From an optimization exercise on the open Yosys and OpenROAD flow, aimed at small area, a short achievable clock period and few clock cycles; shortcuts taken in it are not production practice. In this exercise RTL edits were held to simulation tests only and were not proved equivalent to the original. No activity file was given, so power comes from the tool's default toggle rates.

### flow/run.sh
#!/bin/bash
# synth_recipe.tcl (not shown) runs the flow's synth.tcl, then flattens the netlist and writes it again
# the make line also repeats each setting of config.mk as NAME=value (left out here)
make -C /OpenROAD-flow-scripts/flow DESIGN_CONFIG=/design/flow/config.mk WORK_HOME=/design/flow/orfs CLKGATE_MAP_FILE= SYNTH_SCRIPT=/design/flow/synth_recipe.tcl finish
### flow/config.mk
export PLATFORM = sky130hd
export DESIGN_NAME = Translate
export DESIGN_NICKNAME = Translate
export VERILOG_FILES = /design/flow/design.v
export SDC_FILE = /design/flow/constraint.sdc
export NUM_CORES = 4
export LEC_CHECK = 0
export CAP_MARGIN = 20
export CORE_MARGIN = 2
export CORE_UTILIZATION = 40
export SLEW_MARGIN = 20
### flow/constraint.sdc
create_clock -name core_clock -period 6.0 [get_ports {CLK}]
set_input_delay 1.2000 -clock core_clock [delete_from_list [all_inputs] [get_ports {CLK}]]
set_output_delay 1.2000 -clock core_clock [all_outputs]
set_load 0.01 [all_outputs]
### flow/design.v
`timescale 1ns / 1ps
module Translate (
    input             CLK,
    input             RSTn,        
    output     [15:0] MADDR,       
    output            M_W,         
    output     [15:0] MDATAOUT,    
    input      [15:0] MDATAIN,     
    output reg        HALTED
);
    parameter word_size = 16;
    reg [1:0]            stage;    
    reg [word_size-1:0]  PC;
    reg [word_size-1:0]  I_IN;
    reg [word_size-1:0]  regdata1;
    reg                  equal;
    reg [word_size-1:0]  REG [15:0];
    wire [3:0] op      = I_IN[15:12];
    wire [3:0] regaddr1 = I_IN[11:8];
    wire [3:0] regaddr2 = I_IN[7:4];
    wire [3:0] regaddr3 = I_IN[3:0];
    wire [7:0] im      = I_IN[7:0];
    wire [3:0] offset  = I_IN[3:0];
    wire [7:0] target  = I_IN[11:4];
    wire [word_size-1:0] r1 = REG[regaddr1];
    wire [word_size-1:0] r2 = REG[regaddr2];
    wire [word_size-1:0] r3 = REG[regaddr3];
    wire mem_op = (op == 4'b0001) || (op == 4'b0011);
    assign MADDR    = (stage == 2'd2 && mem_op) ? {8'b0, im} : PC;
    assign M_W      = (stage == 2'd2 && op == 4'b0011);
    assign MDATAOUT = r1;
    wire [word_size-1:0] sum  = r2 + r3;
    wire [word_size-1:0] diff = r2 - r3;
    wire add_overflow = (r2[16-1] & r3[16-1] & ~sum[16-1]) |
                        (~r2[16-1] & ~r3[16-1] & sum[16-1]);
    wire sub_overflow = (r2[16-1] & ~r3[16-1] & ~diff[16-1]) |
                        (~r2[16-1] & r3[16-1] & diff[16-1]);
    always @(posedge CLK) begin
        if (!RSTn) begin
            stage  <= 2'd0;
            PC     <= 16'd0;
            HALTED <= 1'b0;
        end else if (!HALTED) begin
            stage <= stage + 2'd1;
            case (stage)
            2'd1: I_IN <= MDATAIN;
            2'd2: begin
                equal <= (r1 == r2);
                case (op)
                4'b0111: begin
                    regdata1 <= sum;
                    REG[4'b0111] <= {15'b0, add_overflow};
                end
                4'b1000: begin
                    regdata1 <= diff;
                    REG[4'b0111] <= {15'b0, sub_overflow};
                end
                4'b0110:   regdata1 <= r2 | r3;
                4'b0101:  regdata1 <= r2 & r3;
                4'b1001:  regdata1 <= (r2 < r3) ? 16'd1 : 16'd0;
                default: ;
                endcase
            end
            2'd3: begin
                case (op)
                4'b0001: begin
                    REG[regaddr1] <= MDATAIN;
                    PC <= PC + 16'd1;
                end
                4'b0011: PC <= PC + 16'd1;
                4'b0111, 4'b1000, 4'b0110, 4'b0101, 4'b1001: begin
                    REG[regaddr1] <= regdata1;
                    PC <= PC + 16'd1;
                end
                4'b1100: begin
                    REG[regaddr1] <= {8'b0, im};
                    PC <= PC + 16'd1;
                end
                4'b1010: PC <= equal ? PC + {12'b0, offset} : PC + 16'd1;
                4'b1011: PC <= {8'b0, target};
                default: HALTED <= 1'b1;
                endcase
            end
            default: ;
            endcase
        end
    end
endmodule
==> results.toml, run 1 <==
[synth]
postSynth.asyncResetShare_pct = 0
synth-main-ff-cell = "edfxtp_1"
synth-seq-cells = 320
ys_types = 69
synth_top_cells_by_area = "edfxtp_1, mux4_2, ha_1"
netlist.area_leader.share_pct = 44.8
synth_top_area_cell = "edfxtp_1"
ys_seq_area_share_pct = 48.0
synthesis.area_um2 = 19400
synthCells = 1294
ys_warn_count = 1
syn_avg_cell_area_um2 = 15.0
synth_edf_count = 289
syn-num-nets = 1373

[clock_tree]
cts-resized-gates = 0
clockBufferDepth = 3
tritoncts = "yes"
clkSinkCount = 320
htreeDepth = 2
root_buffer = "clkbuf_16"
postCtsHoldBufs = 0
clk_pin_slew_ns = 0.06
clock_latency_ns = 0.56
cts_buffers = 38
post_cts_buffers = 0

[sta]
worst_slack_ns = 1.13
drv_slew = 0
max_slew_margin_pct = 28.3
hold_viol_final = 0
setup_viol = 0
finalCriticalPeriod_ns = 4.87
min_period_over_period_pct = 81.2
worst_slew_pin_slew_ns = 1.07
fin_setup_tns_ns = 0
max_freq_ghz = 0.205
rsz0062_at_grt = "no"
holdWs_ns = 0.538
finClkSkew_ns = 0.0254

[cells_and_area]
syn_to_final_growth_pct = 13.7
nNetsFinal = 1423
postLayoutCoreUtil_pct = 46.2
finalInstanceArea_um2 = 22000
fillers = 4125
antennaDiodeCount = 0
drive_gt1_share_pct = 29.6
multi_input_area_um2 = 9600
stdcell_count = 1986
ff_latch_area_um2 = 9320

[floorplan]
chipWidth_um = 224
die_h_um = 224
io_pins = 52
dieArea_um2 = 50200
initial_core_util_pct = 40.6
coreArea_um2 = 47700
core.rowCount = 80

[job]
cap_viol_max_count = 0

[place]
dp_cells = 1918
place_ws_ns = 1.15
placed_cell_area_um2 = 20800
hpwl_mm = 37.7
gp_congestion = 0.934
io_buffers = 51

[pwr]
leakagePower_nw = 6.53
vdd_drop_max_v = 0.000156
p_comb_share_pct = 12.3
total_power_mw = 5.44
power_density_nw_per_um2 = 247
seq_power_share_pct = 46.5
clock_power_share_pct = 41.2
switchingPower_mw = 1.39
switching_share_pct = 25.6
intPower_mw = 4.05

[worst_setup_path]
critPathCaptureType = "register"
arrival_ns = 5.17
path_cells = "buf_4, mux4_2, mux4_2, inv_1, ha_1, inv_1, o221ai_1, a21oi_1, a221oi_1, nor4_1, a211o_1, a31oi_1, o21ai_0, buf_4"
crit_path_max_incr_delay_ns = 0.85
crit_path_top_delay_cell = "dfxtp_2"
worstPathMaxFanout = 25
start_kind = "register"
cp.required_ns = 6.30
crit_type = "reg2reg"

[grt]
antenna_found_initial = 0
grt_start_max_net_pins = 37
grt_pass1_vias = 12800
grt_overflow = 0
grt_pass1_wl_mm = 85.6
grt_use_total_pct = 23.5

[min_path]
hp-class = "reg2reg"

[route]
dr.pass1.iters = 7
drc_errors = 0
vias_per_cell = 6.46
vias = 12800
wirelength_mm = 58.2
ant_nets = 0
drtIter0Drc = 1529
wire_per_inst_um = 29.3

[outcome]
status = "no timing/DRC/antenna violations"
metal layers:
layer | GRT usage [%] | routed length [um] | vias up
li1 | - | - | 5412
met3 | 3.59 | 4680 | 122
met1 | 31.7 | 23100 | 6633
met2 | 38.0 | 27600 | 656
met5 | 0 | 0 | -
met4 | 9.91 | 2730 | 0
cells in the final DEF (no fill, tap or decap), types with 13 or more instances in the layout:
| master | instances |
|---|---|
| nor2_1 | 83 |
| ha_1 | 58 |
| nand2_1 | 43 |
| mux2_2 | 20 |
| o21ai_0 | 44 |
| nor2_2 | 14 |
| o221ai_1 | 13 |
| a221o_1 | 16 |
| nand3_1 | 18 |
| a21oi_1 | 52 |
| edfxtp_1 | 289 |
| xnor2_1 | 27 |
| mux4_2 | 240 |
| clkbuf_16 | 38 |
| inv_1 | 57 |
| mux2i_1 | 22 |
| clkdlybuf4s50_1 | 51 |
| dfxtp_1 | 24 |
| buf_4 | 47 |
power groups by stage:
stage / clock network [mW] / registers (mW) / logic [mW]
3_3_place_gp: 0 / 2.58 / 0.656
5_1_grt: 2.36 / 2.54 / 0.708
6_report: 2.24 / 2.53 / 0.666
4_1_cts: 2.27 / 2.53 / 0.662
2_1_floorplan: 0 / 2.49 / 0.514
3_5_place_dp: 0 / 2.58 / 0.659
state kept, by name, summed over array words and instances (netlist names), named ones only:
name and count:
HALTED 1, regdata1 16, equal 1, PC 16
REG 256, stage 2, I_IN 16
cell usage after synthesis (3+ instances only):
library cell,n
mux4_2,240
nor2b_1,13
nand2_1,43
buf_1,22
dfxtp_1,31
o31ai_1,4
a211oi_1,14
o221ai_1,13
o22a_1,3
a221o_1,16
a31oi_1,6
or2_2,3
nand4_1,7
a22oi_1,3
o21ai_0,44
ha_1,58
buf_4,8
mux2_2,20
nor3_1,15
nor2_1,97
or3_1,4
o21a_1,3
and2_1,5
mux2i_1,22
xnor2_1,27
o21bai_1,6
a21o_1,6
and3_1,4
nor4_1,5
xor2_1,3
inv_1,57
o32ai_1,4
o211ai_1,3
a211o_1,6
clkbuf_1,53
a21oi_1,53
nand2b_1,12
fa_1,3
edfxtp_1,289
buf_2,9
a2111oi_0,3
or4_1,3
a221oi_1,5
nand3_1,18
final cells by class:
cell class | count | area share [%]
Clock buffer | 48 | 4.49
Clock inverter | 19 | 0.840
Inverter | 58 | 0.988
Sequential cell | 320 | 42.3
Timing Repair Buffer | 103 | 4.37
Multi-Input combinational cell | 823 | 43.6
Tap cell | 615 | 3.49
path summary, 6_finish.rpt:
path | end | depth (start not counted) | startpoint | slack, ns
max reg2reg | REG[1][0]$_DFFE_PP_ | 14 | register | 1.13
min | PC[10]$_SDFFE_PN0P_ | 2 | PC[10]$_SDFFE_PN0P_ | 0.54
min reg2reg | PC[10]$_SDFFE_PN0P_ | 2 | PC[10]$_SDFFE_PN0P_ | 0.54
max | REG[1][0]$_DFFE_PP_ | 14 | register | 1.13
critical path, delay by kind of cell (launching register included):
| family | cells | cell delay (ns) |
|---|---|---|
| fa+ha+maj | 1 | 0.22 |
| compound gates | 6 | 1.54 |
| mux | 2 | 0.90 |
| buf+inv | 4 | 0.87 |
| flops | 1 | 0.85 |
| simple gates | 1 | 0.17 |
cell families after synthesis:
family,after synthesis,synth area share [%]
xor+xnor,30,1.36
flops,320,48.0
compound gates,213,7.54
buf+inv,151,3.18
fa+ha+maj,61,4.05
simple gates,237,5.73
mux,282,30.2
==> run 2: changes to the inputs <==
==> flow/design.v (replaced) <==
`timescale 1ns / 1ps
module Translate (
    input             CLK,
    input             RSTn,        
    output     [15:0] MADDR,       
    output            M_W,         
    output     [15:0] MDATAOUT,    
    input      [15:0] MDATAIN,     
    output            HALTED
);
    localparam [3:0] OP_LW = 4'b0001, OP_SW = 4'b0011, OP_AND = 4'b0101,
                     OP_OR = 4'b0110, OP_ADD = 4'b0111, OP_SUB = 4'b1000,
                     OP_SLT = 4'b1001, OP_BEQ = 4'b1010, OP_J = 4'b1011,
                     OP_ADDI = 4'b1100;
    reg  [255:0] RF;       
    reg  [15:0]  NPC;      
    reg          AV;       
    reg  [15:0]  IR;       
    reg          IV;       
    reg  [3:0]   RB;       
    reg  [15:0]  BT;       
    reg          H;        
    reg          LWP;      
    reg  [3:0]   LWD;      
    wire [3:0] op = IR[15:12];
    wire [3:0] wa = IR[11:8];
    wire [3:0] ra = IR[7:4];
    wire [7:0] im = IR[7:0];
    wire is_lw   = (op == OP_LW);
    wire is_sw   = (op == OP_SW);
    wire is_and  = (op == OP_AND);
    wire is_or   = (op == OP_OR);
    wire is_add  = (op == OP_ADD);
    wire is_sub  = (op == OP_SUB);
    wire is_slt  = (op == OP_SLT);
    wire is_beq  = (op == OP_BEQ);
    wire is_addi = (op == OP_ADDI);
    wire is_halt = (op == 4'b0000) || (op == 4'b0010) || (op == 4'b0100) ||
                   (op == 4'b1101) || (op == 4'b1110) || (op == 4'b1111);
    wire ex = IV & ~LWP & ~H;
    wire [15:0] A = RF[{ra, 4'b0} +: 16];
    wire [15:0] B = RF[{RB, 4'b0} +: 16];
    wire        inv = is_sub | is_slt;
    wire [15:0] Bx  = inv ? ~B : B;
    wire [16:0] S   = {1'b0, A} + {1'b0, Bx} + {16'b0, inv};
    wire        ovf = (A[15] == Bx[15]) & (S[15] != A[15]);
    reg [15:0] res;
    always @(*) begin
        case (op)
        OP_AND:  res = A & B;
        OP_OR:   res = A | B;
        OP_SLT:  res = {15'b0, ~S[16]};
        OP_ADDI: res = {8'b0, im};
        default: res = S[15:0];
        endcase
    end
    wire eq    = (A == B);
    wire taken = ex & is_beq & eq;
    wire we    = ex & (is_and | is_or | is_add | is_sub | is_slt | is_addi);
    wire ovw   = ex & (is_add | is_sub);
    wire mem_e = ex & (is_lw | is_sw);
    wire hit   = ex & is_sw & AV & (({8'b0, im} + 16'd1) == NPC);
    wire in_j  = AV & (MDATAIN[15:12] == OP_J);
    wire [15:0] jt = {8'b0, MDATAIN[11:4]};
    wire [15:0] fa = in_j ? jt : NPC;
    wire jf    = in_j & ~taken & ~hit;     
    assign MADDR    = mem_e ? {8'b0, im} : fa;
    assign M_W      = ex & is_sw;
    assign MDATAOUT = B;
    assign HALTED   = H | (IV & ~LWP & is_halt);
    wire [15:0] wd = LWP ? MDATAIN : res;
    integer k;
    always @(posedge CLK) begin
        for (k = 0; k < 16; k = k + 1) begin
            if (LWP ? (LWD == k) : (we & (wa == k)))
                RF[16*k +: 16] <= wd;
            else if (k == 7 && ovw)
                RF[16*k +: 16] <= {15'b0, ovf};
        end
    end
    wire [3:0] in_op = MDATAIN[15:12];
    wire [4:0] zm1   = {1'b0, MDATAIN[3:0]} - 5'd1;
    always @(posedge CLK) begin
        if (AV) begin
            IR <= MDATAIN;
            RB <= (in_op == OP_SW || in_op == OP_BEQ) ? MDATAIN[11:8] : MDATAIN[3:0];
            BT <= NPC + {{11{zm1[4]}}, zm1};
        end
        LWD <= wa;
        if (!RSTn) begin
            NPC <= 16'd0;
            AV  <= 1'b0;
            IV  <= 1'b0;
            H   <= 1'b0;
            LWP <= 1'b0;
        end else begin
            LWP <= ex & is_lw;
            if (ex & is_halt) H <= 1'b1;
            AV  <= ~mem_e & ~taken;
            IV  <= (AV & ~in_j & ~taken & ~hit) | (IV & ~ex);
            if (taken)      NPC <= BT;
            else if (hit)   NPC <= {8'b0, im};
            else if (!mem_e) NPC <= fa + 16'd1;
            else if (jf)    NPC <= jt;
        end
    end
endmodule
--- a/flow/config.mk
+++ b/flow/config.mk
@@ -9,3 +9,4 @@
 export CORE_MARGIN = 2
 export CORE_UTILIZATION = 40
+export SETUP_SLACK_MARGIN = 2.5
 export SLEW_MARGIN = 20
==> run 2 against run 1 <==
Against the previous run:
- non-clock buffer count is 159 higher
- maximum frequency is 11% higher
- sequential share of layout area down 2.5 points
- clock skew is essentially flat
- utilization up 6.8 points
- critical path depth grew 2
- first-iteration DRC count is 5.4% lower
- count of clock-buffer cells in the layout shrank 4
- register-to-register slack improved by 0.47 ns
- cell count is 4.6% higher
- wire length shrank 5.9%
- clock power is essentially flat
- critical endpoint is now RF[62]$_DFFE_PP_
- highest routed layer is now met5
==> results.toml, run 2 <==
[outcome]
status = "no timing/DRC/antenna violations"

[sta]
worst_slew_pin_slew_ns = 1.12
fin_setup_tns_ns = 0
hold_viol_final = 0
rsz0062_at_grt = "yes"
setup_viol = 0
finClkSkew_ns = 0.0252
max_slew_margin_pct = 25.5
min_period_over_period_pct = 73.4
finalCriticalPeriod_ns = 4.40
drv_slew = 0
max_freq_ghz = 0.227

[synth]
ys_warn_count = 1
ys_seq_area_share_pct = 52.2
synth-seq-cells = 316
ys_types = 72
synth_top_area_cell = "edfxtp_1"
synth-main-ff-cell = "edfxtp_1"
synthesis.area_um2 = 17700
post-synth-top-count-cell = "edfxtp_1"
synth_top_cells_by_area = "edfxtp_1, mux4_2, ha_1"
synthCells = 1226
syn-num-nets = 1311
postSynth.asyncResetShare_pct = 0
synthTopCellsByCount = "edfxtp_1, mux4_2, nand2_1"
syn_avg_cell_area_um2 = 14.4
netlist.area_leader.share_pct = 49.5
synth_edf_count = 292

[cells_and_area]
nNetsFinal = 1543
final_common_cell = "edfxtp_1"
largest_reg_flops = 256
stdcell_count = 2078
drive_gt1_share_pct = 42.0
max_flop_register = "RF"
final_cell_mix = "edfxtp_1, mux4_2, buf_4"
syn_to_final_growth_pct = 31.4

[grt]
grt_overflow = 0
grt_start_max_net_pins = 64
grt_use_total_pct = 23.4
grt_pass1_vias = 12500
antenna_found_initial = 2
grt_pass1_wl_mm = 79.3

[route]
drtIter0Drc = 1447
wirelength_mm = 54.8
wire_per_inst_um = 26.3
dr.pass1.iters = 7
drc_errors = 0
vias = 12600
ant_nets = 0
vias_per_cell = 6.06

[clock_tree]
htreeDepth = 2
clockBufferDepth = 3
tritoncts = "yes"
root_buffer = "clkbuf_16"
clk_pin_slew_ns = 0.06
postCtsHoldBufs = 0
clock_latency_ns = 0.56
clkSinkCount = 316
cts_buffers = 37

[place]
dp_cells = 1835
io_buffers = 51
hpwl_mm = 32.3
gp_congestion = 0.890

[floorplan]
dieArea_um2 = 46000
chipWidth_um = 214
core.rowCount = 77
coreArea_um2 = 43900
initial_core_util_pct = 40.3
io_pins = 52
die_h_um = 214

[pwr]
leakagePower_nw = 8.52
total_power_mw = 6.77
power_density_nw_per_um2 = 291
vdd_drop_max_v = 0.000194

[worst_setup_path]
crit_type = "reg2reg"
arrival_ns = 4.81
start_kind = "register"
cp.required_ns = 6.41
critPathCaptureType = "register"
worstPathMaxFanout = 14

[min_path]
hp-class = "reg2reg"

[job]
cap_viol_max_count = 0
==> run 2: cell types whose count changed after synthesis, sizes merged, moves of 13 or more <==
cell,delta
mux2,-15
nor2,-47
o22ai,+15
a221o,-13
buf,-20
nand2,+36
mux4,-81
and2,+13
xor2,+29
==> run 2: metal layers <==
layer	part of all wire (%)	global-route usage (%)	routed length, um	vias up
li1	-	-	-	5409
met1	41	32.2	22600	6451
met2	47	37.3	25900	590
met3	7.7	4.23	4210	135
met4	3.6	9.19	1970	2
met5	0.018	0	10	-
==> run 2: what timing repair did <==
item                       CTS  global route
gates resized for setup    270           119
cloned                      16             1
setup endpoints to repair  315           311
pin swaps                   27            47
hold endpoints to repair     0             0
setup buffers              111            48
==> run 2: cell type report <==
cell class	count	area, um2
sequential	316	9250
fill	3628	20700
antenna	1	2.50
inverter	55	213
multi-input combinational	786	8960
clock buffer	44	983
timing repair buffer	262	2920
tap	592	741
clock inverter	22	193
==> run 2: power by group <==
group / internal [mW] / leakage (nW) / switching, mW / total, mW
Clock: 1.30 / 0.577 / 0.914 / 2.21
Combinational: 0.926 / 5.08 / 0.924 / 1.85
Sequential: 2.66 / 2.86 / 0.0436 / 2.70
Total: 4.89 / 8.52 / 1.88 / 6.77
==> run 2: path summary, 6_finish.rpt <==
check / start / slack (ns) / cells past startpoint / end
worst max-delay path: RB[0]$_DFFE_PP_ / 1.60 / 16 / RF[62]$_DFFE_PP_
worst min-delay path: IR[9]$_DFFE_PP_ / 0.44 / 0 / LWD[1]$_DFF_P_
worst max register to register: RB[0]$_DFFE_PP_ / 1.60 / 16 / RF[62]$_DFFE_PP_
worst min register to register: IR[9]$_DFFE_PP_ / 0.44 / 0 / LWD[1]$_DFF_P_
==> run 2: through the flow <==
stage	hold WS (ns)	cell area, um2	utilization, %	setup WS (ns)
final	0.442	23300	53.0	1.60
after global routing	0.480	23300	52.9	1.51
after CTS	0.440	22400	51.0	1.67
after detailed placement	0.427	19300	44.0	1.07
after global placement	0.428	19300	44.0	1.13
after floorplan	0.398	18200	-	1.91
==> run 2: kinds of logic after synthesis <==
logic type / Yosys count / share of synthesized area (%)
flops: 316 / 52.2
mux: 179 / 21.5
fa+ha+maj: 67 / 4.82
compound gates: 213 / 8.27
xor+xnor: 54 / 2.67
buf+inv: 125 / 2.71
simple gates: 272 / 7.81
==> run 2: critical path, stage by stage, from the launching register on <==
cell	delay (ns)
edfxtp_1	0.37
buf_12	0.15
buf_12	0.10
buf_16	0.14
mux4_2	0.50
mux4_2	0.54
xor2_2	0.18
fa_2	0.39
a21oi_4	0.16
o21bai_4	0.08
a211oi_2	0.32
o31a_1	0.23
o21ai_2	0.10
o311a_1	0.32
a211o_1	0.28
a2bb2oi_4	0.23
buf_12	0.16
Testbench counts of run 2, summed over its fixed seeds: cycles 191,203.
==> run 3: changes to the inputs <==
--- a/flow/config.mk
+++ b/flow/config.mk
@@ -9,4 +9,3 @@
 export CORE_MARGIN = 2
 export CORE_UTILIZATION = 40
-export SETUP_SLACK_MARGIN = 2.5
 export SLEW_MARGIN = 20
==> run 3 against run 2 <==
Against the previous run:
- cell count is 8.2% lower
- still clean
- largest cell class unchanged
- power fell by 11%
- combinational power decreased by 38%
- maximum frequency down 15%
- area after synthesis unchanged
- critical path depth decreased by 3
- synthesized cell count did not move
- hold slack better by 0.0050 ns
- utilization is 6.6 points lower
- count of clock-buffer cells in the layout is 2 lower
- clock skew is 0.0044 ns lower
- global-route usage decreased by 1.4 points
==> results.toml, run 3 <==
[cells_and_area]
final_cell_mix = "edfxtp_1, mux4_2, nand2_1"
antennaDiodeCount = 0
largest_reg_flops = 256
nNetsFinal = 1374
syn_to_final_growth_pct = 15.0
drive_gt1_share_pct = 22.3
final_common_cell = "edfxtp_1"
max_flop_register = "RF"

[sta]
max_freq_ghz = 0.194
rsz0062_at_grt = "no"
fin_setup_tns_ns = 0
worst_slew_pin_slew_ns = 1.10
min_period_over_period_pct = 86.0
max_slew_margin_pct = 26.5
holdWs_ns = 0.447
finalCriticalPeriod_ns = 5.16
finClkSkew_ns = 0.0208
drv_slew = 0
hold_viol_final = 0
setup_viol = 0

[worst_setup_path]
cp_num_buf_inv = 1
arrival_ns = 5.59
start_kind = "register"
crit_path_max_incr_delay_ns = 0.57
crit_type = "reg2reg"
cp_top_family = "compound AO/OA/AOI/OAI gates"
cp.required_ns = 6.43
path_cells = "buf_4, mux4_2, mux4_2, fa_1, a21oi_1, o21bai_1, a211oi_1, o31a_1, o21ai_0, o311a_1, nor3_1, o21a_1, a221o_1"
crit_path_top_delay_cell = "mux4_2"
cp_common_cell = "mux4_2"
worstPathMaxFanout = 25
critPathCaptureType = "register"

[job]
cap_viol_max_count = 0

[synth]
post-synth-top-count-cell = "edfxtp_1"
postSynth.asyncResetShare_pct = 0
ys_seq_area_share_pct = 52.2
netlist.area_leader.share_pct = 49.5
synthTopCellsByCount = "edfxtp_1, mux4_2, nand2_1"
synth-main-ff-cell = "edfxtp_1"
synth-seq-cells = 316
ys_types = 72
synthCells = 1226
syn-num-nets = 1311
synthesis.area_um2 = 17700
synth_edf_count = 292
synth_compound_area_share_pct = 8.27
synth_top_family_by_area = "multiplexers"
synthSimpleGateAreaFrac_pct = 7.81
synth_xor_area_share_pct = 2.67
synthMuxAreaShare_pct = 21.5
synth_adder_area_share_pct = 4.82
syn_avg_cell_area_um2 = 14.4
ys_warn_count = 1
synth_top_area_cell = "edfxtp_1"
synth_top_cells_by_area = "edfxtp_1, mux4_2, ha_1"

[route]
vias_per_cell = 6.08
ant_nets = 0
drc_errors = 0
dr.pass1.iters = 5
drtIter0Drc = 1255
vias = 11600
wirelength_mm = 50.2
wire_per_inst_um = 26.3

[clock_tree]
htreeDepth = 2
clockBufferDepth = 3
postCtsHoldBufs = 0
cts-resized-gates = 0
post_cts_buffers = 0
clock_latency_ns = 0.56
cts_buffers = 36
root_buffer = "clkbuf_16"
tritoncts = "yes"
clk_pin_slew_ns = 0.06
clkSinkCount = 316

[pwr]
p_comb_share_pct = 18.9
switchingPower_mw = 1.64
vdd_drop_max_v = 0.000145
seq_power_share_pct = 44.8
switching_share_pct = 27.0
leakagePower_nw = 7.09
clock_power_share_pct = 36.3
intPower_mw = 4.41
power_density_nw_per_um2 = 297

[floorplan]
core.rowCount = 77
dieArea_um2 = 46000
io_pins = 52
chipWidth_um = 214
initial_core_util_pct = 40.3
coreArea_um2 = 43900
die_h_um = 214

[place]
io_buffers = 51
hpwl_mm = 32.3
gp_congestion = 0.885

[grt]
grt_start_max_net_pins = 48
grt_pass1_wl_mm = 74.6
grt_use_total_pct = 22.0
grt_pass1_vias = 11400
grt_overflow = 0
antenna_found_initial = 0

[outcome]
status = "no timing/DRC/antenna violations"

[min_path]
hp-class = "reg2reg"
-- run 3: cell counts after synthesis --
Identical to the previous run, type by type.
-- run 3: power groups by stage --
stage / registers, mW / logic, mW / clock network, mW
5_1_grt: 2.71 / 1.24 / 2.32
3_3_place_gp: 2.75 / 1.11 / 0
6_report: 2.71 / 1.14 / 2.20
3_5_place_dp: 2.76 / 1.13 / 0
4_1_cts: 2.71 / 1.14 / 2.24
2_1_floorplan: 2.73 / 0.760 / 0
-- run 3: metal layers --
metal | wire (um) | up-vias | share of wire (%) | GRT usage [%]
met5 | 0 | - | 0 | 0
met4 | 1430 | 0 | 2.8 | 7.57
met3 | 3650 | 81 | 7.3 | 3.42
met2 | 23800 | 479 | 47 | 35.5
met1 | 21300 | 5969 | 42 | 30.6
li1 | - | 5064 | - | -
-- run 3: worst paths after layout --
| kind | cells past startpoint | startpoint | endpoint | slack, ns |
|---|---|---|---|---|
| worst max-delay path | 13 | IR[4]$_DFFE_PP_ | RF[112]$_DFFE_PP_ | 0.84 |
| worst min-delay path | 0 | IR[11]$_DFFE_PP_ | LWD[3]$_DFF_P_ | 0.45 |
| worst min register to register | 0 | IR[11]$_DFFE_PP_ | LWD[3]$_DFF_P_ | 0.45 |
| worst max register to register | 13 | IR[4]$_DFFE_PP_ | RF[112]$_DFFE_PP_ | 0.84 |
-- run 3: kinds of logic (layout without fill, tap and decap cells) --
family | after synthesis | count (layout)
DFF | 316 | 316
AOI/OAI and AO/OA | 213 | 213
xor gates and xnor gates | 54 | 54
and+or+nand+nor | 272 | 272
buffers and inverters | 125 | 215
muxes | 179 | 179
adders and majority gates | 67 | 67
-- run 3: layout make-up --
cell class / instances / area [um2]
clock buffers: 42 / 945
clock inverters: 23 / 213
fillers: 3874 / 23600
inverters: 55 / 206
multi-input cells: 785 / 8160
flip-flops and latches: 316 / 9250
well taps: 592 / 741
repair buffers: 95 / 853
-- run 3: worst register-to-register path, cell delays in order, from the launching register on --
cell	delay [ns]
edfxtp_1	0.52
buf_4	0.51
mux4_2	0.58
mux4_2	0.55
fa_1	0.49
a21oi_1	0.15
o21bai_1	0.13
a211oi_1	0.41
o31a_1	0.27
o21ai_0	0.19
o311a_1	0.35
nor3_1	0.15
o21a_1	0.48
a221o_1	0.24
-- run 3: through the flow --
stage | area (um2) | cells | util, % | worst slack [ns] | power [mW]
floorplan | 17700 | 1226 | - | 0.878 | 3.49
global placement | 19200 | 1842 | 43.7 | 0.959 | 3.86
detailed placement | 19200 | 1842 | 43.7 | 0.857 | 3.89
CTS | 20400 | 1907 | 46.3 | 0.828 | 6.08
global route | 20400 | 1908 | 46.4 | 0.564 | 6.28
finish | 20400 | 1908 | 46.4 | 0.839 | 6.05

==> afterwards: timing with drivers on the ports <==
The results above use ideal ports. As a check the final layouts listed here were re-extracted and re-timed, cells and wires unchanged. Step 1 sets driving cells, clkbuf_16 on the clock port and buf_2 on the other inputs (assumed; they add their load-dependent delay and slew). Step 2 moves the port delays by t, midway between the first and last clock arrival at a register: inputs arrive t later, outputs are due t later. That takes back most of the time a late clock gives input paths. Three values: no drivers, after step 1, after step 2; two values: the first two.
| run | shift t [ns] | setup WS [ns] | worst register clock-pin slew, ns |
|---|---|---|---|
| run 1 | 0.603 | 1.131 / 1.131 / 1.131 | 0.07 / 0.07 |
| run 2 | 0.601 | 1.598 / 1.598 / 1.598 | 0.06 / 0.06 |
| run 3 | 0.605 | 0.839 / 0.839 / 0.839 | 0.06 / 0.06 |
After both steps every run listed still meets setup and hold.
